Source: an optimization exercise on an open RTL-to-GDS flow (aim: small area and a short achievable clock period). Production flows keep margins and buffers that such runs may drop.
RTL that was checked went through simulation tests only; none was proved equivalent to the original.
No activity file was given, so power comes from the tool's default toggle rates. The clock port is modelled as an ideal driver; clocking choices that lean on that would not hold on a real chip.

==> build 25 <==
==> flow/design.v <==
module Scrambler(
  input         clock,
  input         reset,
  input  [63:0] io_in,
  output [63:0] io_out
);
  reg [63:0] c1;
  reg [63:0] c2;
  reg [63:0] c3;
  reg [63:0] c4;
  reg [63:0] c5;
  reg [63:0] c6;
  reg [63:0] c7;
  reg [63:0] c8;
  reg [63:0] c9;
  reg [63:0] c10;
  reg [63:0] c11;
  reg [63:0] c12;
  reg [63:0] c13;
  reg [63:0] c14;
  reg [63:0] c15;
  reg [63:0] c16;
  reg [63:0] c17;
  reg [63:0] c18;
  reg [63:0] c19;
  reg [63:0] c20;
  reg [63:0] c21;
  reg [63:0] c22;
  reg [63:0] c23;
  reg  [4:0] cnt;    
  reg        vb;     
  reg        va;     
  wire vb_next = !reset && (vb || cnt == 5'd4);
  wire va_next = !reset && (va || cnt == 5'd17);
  wire [63:0] s = c1 + c19;
  assign io_out = io_in + c1;
  always @(posedge clock) begin
    c23 <= io_out;
    c22 <= c23;
    c21 <= c22;
    c20 <= c21;
    c19 <= vb_next ? c20 : 64'h0;
    c18 <= io_in + s;
    c17 <= c18;
    c16 <= c17;
    c15 <= c16;
    c14 <= c15;
    c13 <= c14;
    c12 <= c13;
    c11 <= c12;
    c10 <= c11;
    c9 <= c10;
    c8 <= c9;
    c7 <= c8;
    c6 <= c7;
    c5 <= c6;
    c4 <= c5;
    c3 <= c4;
    c2 <= c3;
    c1  <= va_next ? c2 : 64'h0;
  end
  always @(posedge clock) begin
    if (reset) begin
      cnt <= 5'd0;
    end else if (!va) begin
      cnt <= cnt + 5'd1;
    end
    vb <= vb_next;
    va <= va_next;
  end
endmodule
==> flow/run.sh <==
#!/bin/bash
# synth_recipe.tcl (not shown) runs the flow's synth.tcl, then flattens the netlist and writes it again
# the make line also repeats each setting of config.mk as NAME=value (left out here)
make -C /OpenROAD-flow-scripts/flow DESIGN_CONFIG=/design/flow/config.mk WORK_HOME=/design/flow/orfs CLKGATE_MAP_FILE= SYNTH_SCRIPT=/design/flow/synth_recipe.tcl finish
==> flow/config.mk <==
export PLATFORM = sky130hd
export DESIGN_NAME = Scrambler
export DESIGN_NICKNAME = Scrambler
export VERILOG_FILES = /design/flow/design.v
export SDC_FILE = /design/flow/constraint.sdc
export NUM_CORES = 4
export LEC_CHECK = 0
export ABC_CLOCK_PERIOD_IN_PS = 3000
export CAP_MARGIN = 20
export CORE_MARGIN = 2
export CORE_UTILIZATION = 55
export SETUP_SLACK_MARGIN = 2.0
export SLEW_MARGIN = 20
==> flow/constraint.sdc <==
create_clock -name core_clock -period 6.0 [get_ports {clock}]
set_input_delay 1.2000 -clock core_clock [delete_from_list [all_inputs] [get_ports {clock}]]
set_output_delay 1.2000 -clock core_clock [all_outputs]
set_load 0.01 [all_outputs]
==> build 8 (differences from build 25) <==
==> flow/design.v, changed modules only <==
module Scrambler(
  input         clock,
  input         reset,
  input  [63:0] io_in,
  output [63:0] io_out
);
  reg [63:0] c1;
  reg [63:0] c2;
  reg [63:0] c3;
  reg [63:0] c4;
  reg [63:0] c5;
  reg [63:0] c6;
  reg [63:0] c7;
  reg [63:0] c8;
  reg [63:0] c9;
  reg [63:0] c10;
  reg [63:0] c11;
  reg [63:0] c12;
  reg [63:0] c13;
  reg [63:0] c14;
  reg [63:0] c15;
  reg [63:0] c16;
  reg [63:0] c17;
  reg [63:0] c18;
  reg [63:0] c19;
  reg [63:0] c20;
  reg [63:0] c21;
  reg [63:0] c22;
  reg [63:0] c23;
  reg  [4:0] cnt;    
  reg        vb;     
  reg        va;     
  wire [63:0] c1m  = va ? c1  : 64'h0;
  wire [63:0] c19m = vb ? c19 : 64'h0;
  wire [63:0] s    = c1m + c19m;
  assign io_out = io_in + c1m;
  always @(posedge clock) begin
    c23 <= io_out;
    c22 <= c23;
    c21 <= c22;
    c20 <= c21;
    c19 <= c20;
    c18 <= io_in + s;
    c17 <= c18;
    c16 <= c17;
    c15 <= c16;
    c14 <= c15;
    c13 <= c14;
    c12 <= c13;
    c11 <= c12;
    c10 <= c11;
    c9 <= c10;
    c8 <= c9;
    c7 <= c8;
    c6 <= c7;
    c5 <= c6;
    c4 <= c5;
    c3 <= c4;
    c2 <= c3;
    c1 <= c2;
  end
  always @(posedge clock) begin
    if (reset) begin
      cnt <= 5'd0;
      va  <= 1'b0;
      vb  <= 1'b0;
    end else begin
      if (!va) cnt <= cnt + 5'd1;
      if (cnt == 5'd4)  vb <= 1'b1;
      if (cnt == 5'd17) va <= 1'b1;
    end
  end
endmodule
--- a/flow/config.mk
+++ b/flow/config.mk
@@ -10,4 +10,5 @@
 export CORE_MARGIN = 2
 export CORE_UTILIZATION = 55
-export SETUP_SLACK_MARGIN = 2.0
+export CTS_BUF_LIST = sky130_fd_sc_hd__clkbuf_4 sky130_fd_sc_hd__clkbuf_8
+export SETUP_SLACK_MARGIN = 2.2
 export SLEW_MARGIN = 20
==> results.json <==
{
  "status": "finished clean",
  "buffers": 418,
  "swShare_pct": 21.2,
  "post_dp_cell_area_mm2": 0.0436,
  "reg2reg_setup_slack_ns": 1.97,
  "p_sw_mw": 4.29,
  "area_growth_pct": 31.5
}
[end of results for build 8]
==> results.json <==
{
  "status": "finished clean",
  "area_growth_pct": 28.4,
  "buffers": 371,
  "post_dp_cell_area_mm2": 0.0431,
  "reg2reg_setup_slack_ns": 2.25,
  "p_sw_mw": 4.27,
  "swShare_pct": 21.1
}
[end of results for build 25]
Only the layout flow was run in build 25; the RTL was not checked for function there.


==> job 4574 <==
Scrambler, a different RTL version from the one above (not shown whole).
export LEC_CHECK = 0
export CAP_MARGIN = 20
export CORE_MARGIN = 2
export CORE_UTILIZATION = 65
export CTS_CLUSTER_DIAMETER = 60
export CTS_CLUSTER_SIZE = 24
export SETUP_SLACK_MARGIN = 2.5
export SLEW_MARGIN = 20
export SYNTH_HIERARCHICAL = 1
export SYNTH_MINIMUM_KEEP_SIZE = 0
export TNS_END_PERCENT = 5
create_clock -name core_clock -period 6.0 [get_ports {clock}]
run.sh (not shown) runs the stock make flow with config.mk's settings and CLKGATE_MAP_FILE= SYNTH_SCRIPT=/design/flow/synth_recipe.tcl, a recipe that flattens the netlist after the stock synthesis.
==> inputs of job 4791, as changes to job 4574 <==
- CTS_CLUSTER_DIAMETER: 60 -> 80
- CTS_CLUSTER_SIZE: 24 -> 32
==> inputs of job 1434, as changes to job 4574 <==
==> flow/flow/run.sh (new file) <==
#!/bin/bash
# Layout flow: the standard flow (standard.sh, the ORFS make targets), run
# in two steps.  Synthesis is the standard one, unchanged.  The rest of the
# layout differs from the standard flow in two settings only:
#  - the port buffers that buffer_ports inserts are plain buffers (buf_2)
#    rather than the delay cell it would pick on its own, and
#  - the resizer may swap a cell for one of another footprint
#    (MATCH_CELL_FOOTPRINT=0; sky130hd's platform config sets it to 1).
# Each step's full output goes to its own log file in the work folder.
set -euo pipefail
bash standard.sh synth > run_synth.log 2>&1
bash standard.sh "BUFFER_PORTS_ARGS=-buffer_cell sky130_fd_sc_hd__buf_2" \
  MATCH_CELL_FOOTPRINT=0 finish > run_layout.log 2>&1
==> flow/standard.sh (new file) <==
#!/bin/bash
# synth_recipe.tcl (not shown) runs the flow's synth.tcl, then flattens the netlist and writes it again
# the make line also repeats each setting of config.mk as NAME=value (left out here)
make -C /OpenROAD-flow-scripts/flow DESIGN_CONFIG=/design/flow/config.mk WORK_HOME=/design/flow/orfs CLKGATE_MAP_FILE= SYNTH_SCRIPT=/design/flow/synth_recipe.tcl "${@:-finish}"
- CTS_CLUSTER_DIAMETER: 60 -> 80
- CTS_CLUSTER_SIZE: 24 -> 32
removed: flow/run.sh
==> inputs of job 1826, as changes to job 4574 <==
==> flow/flow/run.sh (new file) <==
#!/bin/bash
# Layout flow: the standard flow (standard.sh, the ORFS make targets), run
# in two steps.  Synthesis is the standard one, unchanged.  The rest of the
# layout differs from the standard flow in two settings only:
#  - the port buffers that buffer_ports inserts are plain buffers (buf_2)
#    rather than the delay cell it would pick on its own, and
#  - the resizer may swap a cell for one of another footprint
#    (MATCH_CELL_FOOTPRINT=0; sky130hd's platform config sets it to 1).
# Each step's full output goes to its own log file in the work folder.
set -euo pipefail
bash standard.sh synth > run_synth.log 2>&1
bash standard.sh "BUFFER_PORTS_ARGS=-buffer_cell sky130_fd_sc_hd__buf_2" \
  MATCH_CELL_FOOTPRINT=0 finish > run_layout.log 2>&1
==> flow/standard.sh (new file) <==
#!/bin/bash
# synth_recipe.tcl (not shown) runs the flow's synth.tcl, then flattens the netlist and writes it again
# the make line also repeats each setting of config.mk as NAME=value (left out here)
make -C /OpenROAD-flow-scripts/flow DESIGN_CONFIG=/design/flow/config.mk WORK_HOME=/design/flow/orfs CLKGATE_MAP_FILE= SYNTH_SCRIPT=/design/flow/synth_recipe.tcl "${@:-finish}"
- CORE_UTILIZATION: 65 -> 75
- CTS_CLUSTER_DIAMETER: 60 -> 80
- CTS_CLUSTER_SIZE: 24 -> 32
removed: flow/run.sh
==> comparison table <==
| metric | job 1826 | job 1434 | job 4574 | job 4791 |
|---|---|---|---|---|
| Vias in the first global route | 19,000 | 17,700 | 18,600 | 18,000 |
| Repair and plain buffers | 179 | 168 | 230 | 207 |
| Worst-path fanout max | 5 | 7 | 4 | 3 |
| Combined global-route utilization of all metal layers | 0.275 | 0.195 | 0.212 | 0.201 |
| CP max-delay cell | sky130_fd_sc_hd__o21ai_4 | sky130_fd_sc_hd__xor2_1 | sky130_fd_sc_hd__clkinvlp_4 | sky130_fd_sc_hd__dlygate4sd2_1 |
| Met2 track demand over resource | 0.463 | 0.290 | 0.322 | 0.301 |
| Vias per inst | 5.40 | 4.89 | 4.93 | 4.90 |
| Final hold slack | 0.322 ns | 0.320 ns | 0.315 ns | 0.324 ns |
| Endpoint of the lowest-slack register-to-register path | q1[55] | q1[55] | q1[55] | q1[52] |
| Combinational logic power | 0.000388 W | 0.000355 W | 0.000402 W | 0.000400 W |
| Arrival time reported for the critical path endpoint | 3.48 ns | 3.27 ns | 3.28 ns | 3.26 ns |
| Overall power | 0.0155 W | 0.0154 W | 0.0164 W | 0.0154 W |
| Final std cell area, no fill | 41,100 sq um | 41,000 sq um | 43,000 sq um | 42,200 sq um |
| Synth-to-Final Area Change | 10.4% | 10.1% | 15.6% | 13.3% |
| Fraction of area in multi-input gates | 0.192 | 0.189 | 0.192 | 0.195 |
| Fraction of power spent switching nets | 0.208 | 0.199 | 0.200 | 0.200 |
| Register-to-Register Setup Slack | 1.94 ns | 1.94 ns | 2.14 ns | 2.22 ns |
| Resized Gates After CTS | 77 | 57 | 416 | 403 |
| Initial antenna violation count | 9 | 8 | 2 | 3 |
| Met2 routed wirelength | 36.1 mm | 24.5 mm | 27.4 mm | 25.4 mm |
| NumNets Final | 3,013 | 3,002 | 3,085 | 3,041 |
| Status | timing/DRC/antenna clean | timing/DRC/antenna clean | complete, but fails checks | timing/DRC/antenna clean |
| Layout check failures | - | - | antenna rules | - |
| Worst Hold Launch | p3[41] | q15[6] | p3[57] | q2[20] |
| Slew HR | 0.450 | 0.455 | 0.403 | 0.400 |
| First-pass detailed-route iteration total | 6 | 7 | 5 | 5 |
| Initial standard-cell utilization of the core | 0.760 | 0.659 | 0.659 | 0.659 |

[separate check: timing with driven ports]
No port has a modelled driver above. Below, the same layouts with a new extraction and two added sets of constraints.
Step 1, drivers: a clkbuf_16 drives clock and a buf_2 each remaining input, both assumed.
Step 2, shift: input delay + t, output delay - t, t = (earliest + latest rising clock arrival at the registers) / 2. This alone moves slack from input paths to output paths.
Slacks: ideal ports / drivers / drivers and shift; pairs: ideal ports / drivers.
| run | shift t [ns] | setup slack, ns | worst hold slack (ns) |
|---|---|---|---|
| build 25 | 0.768 | 0.509 / 0.477 / 0.477 | 0.311 / 0.311 / 0.311 |
| build 8 | 0.887 | 0.525 / 0.463 / 0.568 | 0.295 / 0.295 / 0.295 |
| job 4574 | 0.676 | 1.519 / 1.476 / 1.476 | 0.315 / 0.315 / 0.315 |
| job 4791 | 0.683 | 1.545 / 1.522 / 1.522 | 0.324 / 0.324 / 0.324 |
| job 1434 | 0.677 | 1.534 / 1.499 / 1.499 | 0.320 / 0.320 / 0.320 |
| job 1826 | 0.711 | 1.322 / 1.253 / 1.253 | 0.322 / 0.322 / 0.322 |
The setup slack of job 1826, which loses most, moves by -0.069 ns with the drivers and by -0.069 ns with both steps.
